What follows belongs to an exercise in optimizing a design on an open flow for small area; a production flow would make more cautious choices.
In this exercise RTL edits were held to simulation tests only and were not proved equivalent to the original.
Power is estimated from default activity; no workload was simulated.

## build 56
==> flow/design.v (excerpt) <==
module pong(clk, rst, Movleft, Movright, vga_h_sync, vga_v_sync, vga_R, vga_G, vga_B, Shoot);
Settings: LEC_CHECK=0, CAP_MARGIN=20, CORE_MARGIN=2, CORE_UTILIZATION=75, CTS_BUF_LIST=sky130_fd_sc_hd__clkbuf_8, PLACE_DENSITY=0.85, SLEW_MARGIN=20; clock period 20.0 ns.
standard.sh (not shown) runs the stock make flow with config.mk's settings and CLKGATE_MAP_FILE= SYNTH_SCRIPT=/design/flow/synth_recipe.tcl, a recipe that flattens the netlist after the stock synthesis.
==> flow/flow/run.sh <==
#!/bin/bash
# Own layout flow: the standard ORFS flow (standard.sh) with these changes:
#  - synthesis maps the combinational logic with ABC using an area-oriented
#    script (flow/abc.script: &deepsyn, then &dch/&nf) instead of ORFS's
#    delay-oriented one, and skips Yosys's adder cell mapping so that ABC
#    sees adders as plain logic. Registers are mapped exactly as in the
#    standard synthesis (same Yosys passes up to ABC).
#  - synthesis runs eight times, four at a time, with different &deepsyn
#    seeds, and the smallest netlist is kept for the layout.
#  - the port buffers are sky130_fd_sc_hd__buf_1.
#  - clock tree synthesis inserts no dummy loads (CTS_ARGS below).
# Each run's full output goes to a log file in this folder (ORFS keeps its
# per-step logs under orfs/logs/).
set -euo pipefail
W=$PWD
SEEDS="0 1 2 3 4 5 6 7"
run_seed() {
  s=$1
  rm -rf "$W/scripts_$s" "$W/orfs_$s"
  cp -r "$FLOW_HOME/scripts" "$W/scripts_$s"
  sed "s/@SEED@/$s/" "$W/flow/abc.script" > "$W/scripts_$s/abc_speed.script"
  bash standard.sh SCRIPTS_DIR="$W/scripts_$s" ADDER_MAP_FILE= WORK_HOME="$W/orfs_$s" synth > "$W/synth_$s.log" 2>&1 || true
}
for s in 0 1 2 3; do run_seed $s & done
wait
for s in 4 5 6 7; do run_seed $s & done
wait
best=""; best_area=""
for s in $SEEDS; do
  rpt="$W/orfs_$s/reports/$FLOW_PLATFORM/pong/base/synth_stat.txt"
  [[ -f "$rpt" ]] || continue
  a=$(awk '/Chip area for module/ {print $NF}' "$rpt")
  echo "seed $s: area $a" >> "$W/synth_choice.log"
  if [[ -z "$best" ]] || awk -v a="$a" -v b="$best_area" 'BEGIN{exit !(a < b)}'; then
    best=$s; best_area=$a
  fi
done
echo "chosen seed $best ($best_area)" >> "$W/synth_choice.log"
rm -rf "$W/orfs"
mv "$W/orfs_$best" "$W/orfs"
for s in $SEEDS; do [[ "$s" == "$best" ]] || rm -rf "$W/orfs_$s" "$W/scripts_$s"; done
bash standard.sh SCRIPTS_DIR="$W/scripts_$best" ADDER_MAP_FILE= BUFFER_PORTS_ARGS="-buffer_cell sky130_fd_sc_hd__buf_1" CTS_ARGS="-sink_clustering_enable -repair_clock_nets -buf_list sky130_fd_sc_hd__clkbuf_8 -dont_use_dummy_load" finish > "$W/layout.log" 2>&1
test -f "$W/out/final.def"
==> flow/flow/abc.script <==
&get -n
&st
&deepsyn -J 100 -T 300 -S @SEED@
&dch -f
&nf -R 1000
&put
topo
[inputs] build 86 vs build 56
--- a/flow/flow/run.sh
+++ b/flow/flow/run.sh
@@ -10,3 +10,4 @@
 #  - the port buffers are sky130_fd_sc_hd__buf_1.
-#  - clock tree synthesis inserts no dummy loads (CTS_ARGS below).
+#  - clock tree synthesis inserts no dummy loads and uses a clkbuf_4 root
+#    buffer with clkbuf_8 elsewhere (CTS_ARGS below).
 # Each run's full output goes to a log file in this folder (ORFS keeps its
@@ -15,3 +16,3 @@
 W=$PWD
-SEEDS="0 1 2 3 4 5 6 7"
+SEEDS="6"
 run_seed() {
@@ -23,5 +24,5 @@
 }
-for s in 0 1 2 3; do run_seed $s & done
+for s in 6; do run_seed $s & done
 wait
-for s in 4 5 6 7; do run_seed $s & done
+true
 wait
@@ -41,3 +42,3 @@
 for s in $SEEDS; do [[ "$s" == "$best" ]] || rm -rf "$W/orfs_$s" "$W/scripts_$s"; done
-bash standard.sh SCRIPTS_DIR="$W/scripts_$best" ADDER_MAP_FILE= BUFFER_PORTS_ARGS="-buffer_cell sky130_fd_sc_hd__buf_1" CTS_ARGS="-sink_clustering_enable -repair_clock_nets -buf_list sky130_fd_sc_hd__clkbuf_8 -dont_use_dummy_load" finish > "$W/layout.log" 2>&1
+bash standard.sh SCRIPTS_DIR="$W/scripts_$best" ADDER_MAP_FILE= BUFFER_PORTS_ARGS="-buffer_cell sky130_fd_sc_hd__buf_1" CTS_ARGS="-sink_clustering_enable -repair_clock_nets -buf_list sky130_fd_sc_hd__clkbuf_8 -root_buf sky130_fd_sc_hd__clkbuf_4 -dont_use_dummy_load" finish > "$W/layout.log" 2>&1
 test -f "$W/out/final.def"
--- a/flow/flow/abc.script
+++ b/flow/flow/abc.script
@@ -4,3 +4,3 @@
 &dch -f
-&nf -R 1000
+&nf -R 1000 -p -F 10 -A 10 -a
 &put
--- a/flow/config.mk
+++ b/flow/config.mk
@@ -9,5 +9,5 @@
 export CORE_MARGIN = 2
-export CORE_UTILIZATION = 75
+export CORE_UTILIZATION = 85
 export CTS_BUF_LIST = sky130_fd_sc_hd__clkbuf_8
-export PLACE_DENSITY = 0.85
+export PLACE_DENSITY = 0.92
 export SLEW_MARGIN = 20
--- outcome ---
- Build 86: aborted in 3_1_place_gp_skip_io (tool error)
- Number of nets in the synthesized netlist: build 86 lower than build 56
- Lower xor-xnor portion of the synthesized cell area was reported by build 56, not build 86.
- Build 56 → build 86: synthesized area per cell now larger, initial core utilization rose by 10 points, synthesized area did not really move.
Modified inputs, build 16 compared to build 86
--- a/flow/flow/run.sh
+++ b/flow/flow/run.sh
@@ -10,4 +10,3 @@
 #  - the port buffers are sky130_fd_sc_hd__buf_1.
-#  - clock tree synthesis inserts no dummy loads and uses a clkbuf_4 root
-#    buffer with clkbuf_8 elsewhere (CTS_ARGS below).
+#  - clock tree synthesis inserts no dummy loads (CTS_ARGS below).
 # Each run's full output goes to a log file in this folder (ORFS keeps its
@@ -16,3 +15,3 @@
 W=$PWD
-SEEDS="6"
+SEEDS="0 1 2 3 4 5 6 7"
 run_seed() {
@@ -24,5 +23,5 @@
 }
-for s in 6; do run_seed $s & done
+for s in 0 1 2 3; do run_seed $s & done
 wait
-true
+for s in 4 5 6 7; do run_seed $s & done
 wait
@@ -42,3 +41,3 @@
 for s in $SEEDS; do [[ "$s" == "$best" ]] || rm -rf "$W/orfs_$s" "$W/scripts_$s"; done
-bash standard.sh SCRIPTS_DIR="$W/scripts_$best" ADDER_MAP_FILE= BUFFER_PORTS_ARGS="-buffer_cell sky130_fd_sc_hd__buf_1" CTS_ARGS="-sink_clustering_enable -repair_clock_nets -buf_list sky130_fd_sc_hd__clkbuf_8 -root_buf sky130_fd_sc_hd__clkbuf_4 -dont_use_dummy_load" finish > "$W/layout.log" 2>&1
+bash standard.sh SCRIPTS_DIR="$W/scripts_$best" ADDER_MAP_FILE= BUFFER_PORTS_ARGS="-buffer_cell sky130_fd_sc_hd__buf_1" CTS_ARGS="-sink_clustering_enable -repair_clock_nets -buf_list sky130_fd_sc_hd__clkbuf_8 -dont_use_dummy_load" finish > "$W/layout.log" 2>&1
 test -f "$W/out/final.def"
--- a/flow/config.mk
+++ b/flow/config.mk
@@ -9,5 +9,5 @@
 export CORE_MARGIN = 2
-export CORE_UTILIZATION = 85
+export CORE_UTILIZATION = 75
 export CTS_BUF_LIST = sky130_fd_sc_hd__clkbuf_8
-export PLACE_DENSITY = 0.92
+export PLACE_DENSITY = 0.85
 export SLEW_MARGIN = 20
[summary]
- Build 16: no failed stages, no open violations at the end
- Against build 86, floorplan row count in build 16 rose by a few percent.
- Average instance area after synthesis: build 16 vs build 86 identical
- In terms of post-synthesis async set-or-reset flop share, build 86 and build 16 differ only marginally.
- From build 86 to build 16, synthesized-area fraction occupied by ao, oa, aoi and oai cells did not move at all.
- Build 86 -> build 16: count of cell types in the netlist delta 0, exact match
- Diff build 16..build 86 | count of flip-flops with a built-in enable after synthesis | unchanged
For build 61, these inputs were changed with respect to build 16:
--- a/flow/flow/run.sh
+++ b/flow/flow/run.sh
@@ -10,3 +10,2 @@
 #  - the port buffers are sky130_fd_sc_hd__buf_1.
-#  - clock tree synthesis inserts no dummy loads (CTS_ARGS below).
 # Each run's full output goes to a log file in this folder (ORFS keeps its
@@ -41,3 +40,3 @@
 for s in $SEEDS; do [[ "$s" == "$best" ]] || rm -rf "$W/orfs_$s" "$W/scripts_$s"; done
-bash standard.sh SCRIPTS_DIR="$W/scripts_$best" ADDER_MAP_FILE= BUFFER_PORTS_ARGS="-buffer_cell sky130_fd_sc_hd__buf_1" CTS_ARGS="-sink_clustering_enable -repair_clock_nets -buf_list sky130_fd_sc_hd__clkbuf_8 -dont_use_dummy_load" finish > "$W/layout.log" 2>&1
+bash standard.sh SCRIPTS_DIR="$W/scripts_$best" ADDER_MAP_FILE= BUFFER_PORTS_ARGS="-buffer_cell sky130_fd_sc_hd__buf_1" finish > "$W/layout.log" 2>&1
 test -f "$W/out/final.def"
==> flow/flow/abc.script <==
&get -n
&st
&deepsyn -J 100 -T 300 -S @SEED@
&dch -f
&nf -R 1000
&put
topo
--- a/flow/config.mk
+++ b/flow/config.mk
@@ -9,5 +9,5 @@
 export CORE_MARGIN = 2
-export CORE_UTILIZATION = 75
+export CORE_UTILIZATION = 60
 export CTS_BUF_LIST = sky130_fd_sc_hd__clkbuf_8
-export PLACE_DENSITY = 0.85
+export PLACE_DENSITY = 0.7
 export SLEW_MARGIN = 20
Findings:
- Wire: build 61 routes less than build 16
- The area after synthesis of build 61 and that of build 16 are within noise of each other.
- Compared with build 16, build 61 has extra setup slack.
- Having completed the whole flow, build 61 delivered a layout that passed the timing, DRC and antenna checks.
- Build 16 finished end to end and its layout was clean on timing, DRC and antenna.
- Summary: with build 16 as the reference, total non-filler cell area in the finished layout in build 61 moved up slightly.
What build 47 does differently from build 61 at the input level:
--- a/flow/flow/run.sh
+++ b/flow/flow/run.sh
@@ -10,2 +10,3 @@
 #  - the port buffers are sky130_fd_sc_hd__buf_1.
+#  - clock tree synthesis inserts no dummy loads (CTS_ARGS below).
 # Each run's full output goes to a log file in this folder (ORFS keeps its
@@ -40,3 +41,3 @@
 for s in $SEEDS; do [[ "$s" == "$best" ]] || rm -rf "$W/orfs_$s" "$W/scripts_$s"; done
-bash standard.sh SCRIPTS_DIR="$W/scripts_$best" ADDER_MAP_FILE= BUFFER_PORTS_ARGS="-buffer_cell sky130_fd_sc_hd__buf_1" finish > "$W/layout.log" 2>&1
+bash standard.sh SCRIPTS_DIR="$W/scripts_$best" ADDER_MAP_FILE= BUFFER_PORTS_ARGS="-buffer_cell sky130_fd_sc_hd__buf_1" CTS_ARGS="-sink_clustering_enable -sink_clustering_size 27 -sink_clustering_max_diameter 150 -sink_clustering_levels 1 -repair_clock_nets -buf_list sky130_fd_sc_hd__clkbuf_8 -dont_use_dummy_load" finish > "$W/layout.log" 2>&1
 test -f "$W/out/final.def"
--- a/flow/config.mk
+++ b/flow/config.mk
@@ -9,5 +9,5 @@
 export CORE_MARGIN = 2
-export CORE_UTILIZATION = 60
+export CORE_UTILIZATION = 75
 export CTS_BUF_LIST = sky130_fd_sc_hd__clkbuf_8
-export PLACE_DENSITY = 0.7
+export PLACE_DENSITY = 0.85
 export SLEW_MARGIN = 20
==> comparison <==
The total power in build 47 was lower than what build 61 gave.
Maximum number of pins on one net before global-route repair delta for build 47 relative to build 61: 4 higher
Build 47 against build 61: area after detailed placement now smaller, final cell count went down.
[inputs] build 63 vs build 47
--- a/flow/flow/run.sh
+++ b/flow/flow/run.sh
@@ -10,3 +10,2 @@
 #  - the port buffers are sky130_fd_sc_hd__buf_1.
-#  - clock tree synthesis inserts no dummy loads (CTS_ARGS below).
 # Each run's full output goes to a log file in this folder (ORFS keeps its
@@ -41,3 +40,3 @@
 for s in $SEEDS; do [[ "$s" == "$best" ]] || rm -rf "$W/orfs_$s" "$W/scripts_$s"; done
-bash standard.sh SCRIPTS_DIR="$W/scripts_$best" ADDER_MAP_FILE= BUFFER_PORTS_ARGS="-buffer_cell sky130_fd_sc_hd__buf_1" CTS_ARGS="-sink_clustering_enable -sink_clustering_size 27 -sink_clustering_max_diameter 150 -sink_clustering_levels 1 -repair_clock_nets -buf_list sky130_fd_sc_hd__clkbuf_8 -dont_use_dummy_load" finish > "$W/layout.log" 2>&1
+bash standard.sh SCRIPTS_DIR="$W/scripts_$best" ADDER_MAP_FILE= BUFFER_PORTS_ARGS="-buffer_cell sky130_fd_sc_hd__buf_1" finish > "$W/layout.log" 2>&1
 test -f "$W/out/final.def"
## What came out
Build 63 vs. build 47: overall fraction of global-route tracks in use went up by 0.29 points.
The synthesized cell count on build 47 is in line with that on build 63.
On post-layout instance count excluding filler cells, the higher figure sits with build 63, not build 47.

==> afterwards: timing with drivers on the ports <==
The results above use ideal ports. As a check the final layouts listed here were re-extracted and re-timed, cells and wires unchanged. Step 1: set_driving_cell puts a clkbuf_16 on clk and a buf_2 on each other input, an assumption about the parent block. Step 2 moves the port delays by t, midway between the first and last clock arrival at a register: inputs arrive t later, outputs are due t later. That takes back most of the time a late clock gives input paths. Slacks: ideal ports / drivers / drivers and shift; pairs: ideal ports / drivers.
| run | t, ns | setup slack, ns | worst setup path at the end | clock arrival spread, ns | slew at the worst register clock pin (ns) |
|---|---|---|---|---|---|
| build 56 | 0.400 | 14.248 / 14.257 / 13.857 | input to register | 0.036 / 0.036 | 0.11 / 0.11 |
| build 16 | 0.399 | 14.261 / 14.273 / 13.874 | input to register | 0.037 / 0.037 | 0.11 / 0.11 |
| build 61 | 0.414 | 14.401 / 14.412 / 13.998 | input to register | 0.016 / 0.016 | 0.11 / 0.11 |
| build 47 | 0.400 | 14.248 / 14.257 / 13.857 | input to register | 0.036 / 0.036 | 0.11 / 0.11 |
| build 63 | 0.413 | 14.306 / 14.314 / 13.901 | input to register | 0.019 / 0.020 | 0.12 / 0.12 |
After both steps every run listed still meets setup and hold. For build 63, which loses most, drivers alone change the setup slack by +0.008 ns; drivers and shift together by -0.405 ns.
